What follows belongs to an exercise in optimizing a design on an open flow for small area; a production flow would make more cautious choices.
The RTL was checked by simulation tests, not by an equivalence proof against the original design.
Power is estimated from default activity; no workload was simulated.

== run a ==
Design BreakoutControl, start of the top module:
module BreakoutControl(clk_50, strt, rst, L, R, tick, color, pix_x, pix_y, ball_x, ball_y, pad_x, bricks, win, lose);
clock: 10.0 ns
lec_check: 0
cap_margin: 20
core_margin: 2
core_utilization: 40
slew_margin: 20
standard.sh (not shown) runs the stock make flow with config.mk's settings and CLKGATE_MAP_FILE= SYNTH_SCRIPT=/design/flow/synth_recipe.tcl, a recipe that flattens the netlist after the stock synthesis.
==> flow/flow/run.sh <==
#!/bin/bash
# The standard layout (standard.sh) with three changes:
#  - after the standard synthesis, ABC optimises the logic between the
#    registers again (deepsyn, four seeds in parallel) and maps it for area
#    (amap); the smallest result is laid out. The registers and tie cells stay
#    exactly as synthesised (same cells, same instance names). If that step
#    fails, the standard netlist is laid out instead;
#  - every port gets the smallest buffer;
#  - the clock tree is built from clkbuf_8 without dummy loads.
# Each tool writes its full output to a log file here.
set -euo pipefail
here=$(pwd)
export BUFFER_PORTS_ARGS="-buffer_cell sky130_fd_sc_hd__buf_1"
export CTS_ARGS="-sink_clustering_enable -repair_clock_nets -dont_use_dummy_load -buf_list sky130_fd_sc_hd__clkbuf_8"
DEEPSYN_SECONDS=240

bash standard.sh synth > synth.log 2>&1

res=orfs/results/$FLOW_PLATFORM/BreakoutControl/base
pv() { make -s -C "$FLOW_HOME" DESIGN_CONFIG="$here/config.mk" WORK_HOME="$here/orfs" "print-$1" | sed "s/^$1: //"; }
lib=$(pv LIB_FILES)
du=""
for c in $(pv DONT_USE_CELLS); do du="$du -dont_use $c"; done
cp "$res/1_2_yosys.v" "$here/synth_standard.v"

# black-box models of the flip-flops and tie cells, so that they stay as they are
cat > stubs.ys <<EOS
read_liberty -lib -ignore_miss_func $lib
write_verilog -blackboxes $here/cells_bb.v
EOS
yosys -s stubs.ys > stubs.log 2>&1
awk '/^module /{keep=($2 ~ /^sky130_fd_sc_hd__(df|conb_1)/)} keep{print} /^endmodule/{keep=0}' cells_bb.v > keep_bb.v

remap() {
  local s=$1
  sed "s/@T@/$DEEPSYN_SECONDS/; s/@S@/$s/" flow/remap.abc > remap_$s.abc
  # every other cell is read as its logic function, flattened and mapped again
  cat > remap_$s.ys <<EOS
read_verilog -lib $here/keep_bb.v
read_liberty -ignore_miss_func -ignore_redef $lib
read_verilog $here/synth_standard.v
hierarchy -top $FLOW_TOP
flatten
rename -hide w:*.*
delete t:\$scopeinfo
opt -purge
abc -liberty $lib $du -script $here/remap_$s.abc
opt_clean -purge
hilomap -singleton -hicell sky130_fd_sc_hd__conb_1 HI -locell sky130_fd_sc_hd__conb_1 LO
splitnets
opt_clean -purge
write_verilog -noattr -noexpr -nohex -nodec $here/remap0_$s.v
EOS
  yosys -s remap_$s.ys > remap_$s.log 2>&1 || return 0
  python3 flow/fixnets.py remap0_$s.v remap1_$s.v > fixnets_$s.log 2>&1 || return 0
  cat > finish_$s.ys <<EOS
read_liberty -lib -ignore_miss_func $lib
read_verilog $here/remap1_$s.v
hierarchy -top $FLOW_TOP
opt_clean -purge
insbuf -buf sky130_fd_sc_hd__buf_4 A X
check -assert
tee -o $here/remap_stat_$s.txt stat -liberty $lib
write_verilog -noattr -noexpr -nohex -nodec $here/remap_$s.v
EOS
  yosys -s finish_$s.ys > finish_$s.log 2>&1 || rm -f remap_$s.v
}
for s in 1 6 7 8; do remap $s & done
wait

# lay out the smallest new netlist that has exactly the standard netlist's registers
regs() { grep -oE '^ *sky130_fd_sc_hd__df[a-z0-9_]+ +[^ ]+' "$1" | sed 's/^ *//' | sort; }
best=""
bestarea=""
for s in 1 6 7 8; do
  [[ -s remap_$s.v && -s remap_stat_$s.txt ]] || continue
  [[ "$(regs remap_$s.v)" == "$(regs synth_standard.v)" ]] || continue
  a=$(grep "Chip area" remap_stat_$s.txt | awk '{print $NF}')
  if [[ -z "$best" ]] || awk "BEGIN{exit !($a < $bestarea)}"; then best=$s; bestarea=$a; fi
done
if [[ -n "$best" ]]; then
  cp "$here/remap_$best.v" "$here/synth_remap.v"
  cp "$here/synth_remap.v" "$res/1_2_yosys.v"
  echo "laying out the remapped netlist of seed $best (area $bestarea)" > choice.log
else
  echo "remap failed; laying out the standard netlist" > choice.log
fi
rm -f "$res/1_synth.odb" "$res/1_synth.sdc"
bash standard.sh > layout.log 2>&1
Other scripts of this flow, unchanged in this note and not shown: flow/flow/fixnets.py, flow/flow/remap.abc
Input changes introduced in run b (baseline for comparison: run a):
--- a/flow/design.v
+++ b/flow/design.v
@@ -213,22 +213,21 @@
 wire [10:0] bxd = radd(xinc, ~bx11, 1'b1);                 
 wire [10:0] byd = radd(yinc, ~by11, 1'b1);                 
 wire ballpix = bx[9:1] != 9'd0 && by[9:1] != 9'd0 &&
                bxd[10:2] == 9'd0 && bxd[1:0] != 2'd3 && byd[10:2] == 9'd0 && byd[1:0] != 2'd3;
 wire [7:0] colx;
 generate
 	for (k = 0; k < 8; k = k + 1) begin : g_colx
-		assign colx[k] = ge(x11, 2 + 40 * k) && (k == 7 || !ge(x11, 41 + 40 * k));
+		assign colx[k] = ge(x11, 2 + 40 * k) && !ge(x11, 41 + 40 * k);
 	end
 endgenerate
 wire [10:0] y11 = {3'b0, y};
 wire r1 = ge(y11, 51) && !ge(y11, 70);
 wire r2 = ge(y11, 20) && !ge(y11, 39);
-wire [7:0] hrow = r2 ? hit[15:8] : hit[7:0];
-wire blkpix = (r1 || r2) && |(colx & ~hrow);
+wire blkpix = (r1 && |(colx & ~hit[7:0])) || (r2 && |(colx & ~hit[15:8]));
 wire [2:0] cls = (padpix || (ballpix && !over)) ? 3'd1 :
                  (blkpix && !over) ? 3'd2 :
                  lo ? 3'd5 : W ? 3'd4 : 3'd3;
 always @(posedge clk_50 or negedge rst)
 	if (!rst) begin
 		st <= 1'b0;
 		dp <= 1'b0;
## What came out
[compare] base=run a new=run b: clock period minus final worst setup slack dropped 300 ps, highest attainable clock frequency climbed 5.4%.
Lower combinational fraction of design power was reported by run b, not run a.
Changes observed in run b relative to run a: inverter count of the layout excluding clock inverters fell 2, first-pass GRT wire length rose about 3.7%, met2 demand-to-capacity share in global routing fell 1.5 points, actual transition at the worst max-transition pin rose 28 ps, detailed-route wire length on metal 1 fell 2.4%.
From run a to run b the numbers moved as follows: area of all placed cells without fillers closely matched the old numbers, clock-pin slew of the registers on the worst-case setup and hold paths shows no meaningful change, total wire length dropped about 1.3%, via count held.
Run a completed every stage of the flow, and the final layout passed the timing, design-rule and antenna checks.
Run b: PASS, flow complete, no timing, DRC or antenna violations

[port drivers added, routing unchanged]
The results above use ideal ports. As a check the final layouts listed here were re-extracted and re-timed, cells and wires unchanged. Step 1 sets driving cells, clkbuf_16 on the clock port and buf_2 on the other inputs (assumed; they add their load-dependent delay and slew). Step 2 times the ports against the registers' clock, not the clock port: input delays grow and output delays shrink by t, the midpoint of the rising clock arrivals with the driver on. Slacks: ideal ports / drivers / drivers and shift; pairs: ideal ports / drivers.
run | t, ns | slack for setup (ns) | slew at the worst register clock pin (ns)
run a | 0.412 | 4.065 / 4.081 / 3.669 | 0.10 / 0.10
run b | 0.415 | 4.367 / 4.374 / 3.959 | 0.09 / 0.09
After both steps every run listed still meets setup and hold. For run b, which loses most, drivers alone change the setup slack by +0.007 ns; drivers and shift together by -0.408 ns.
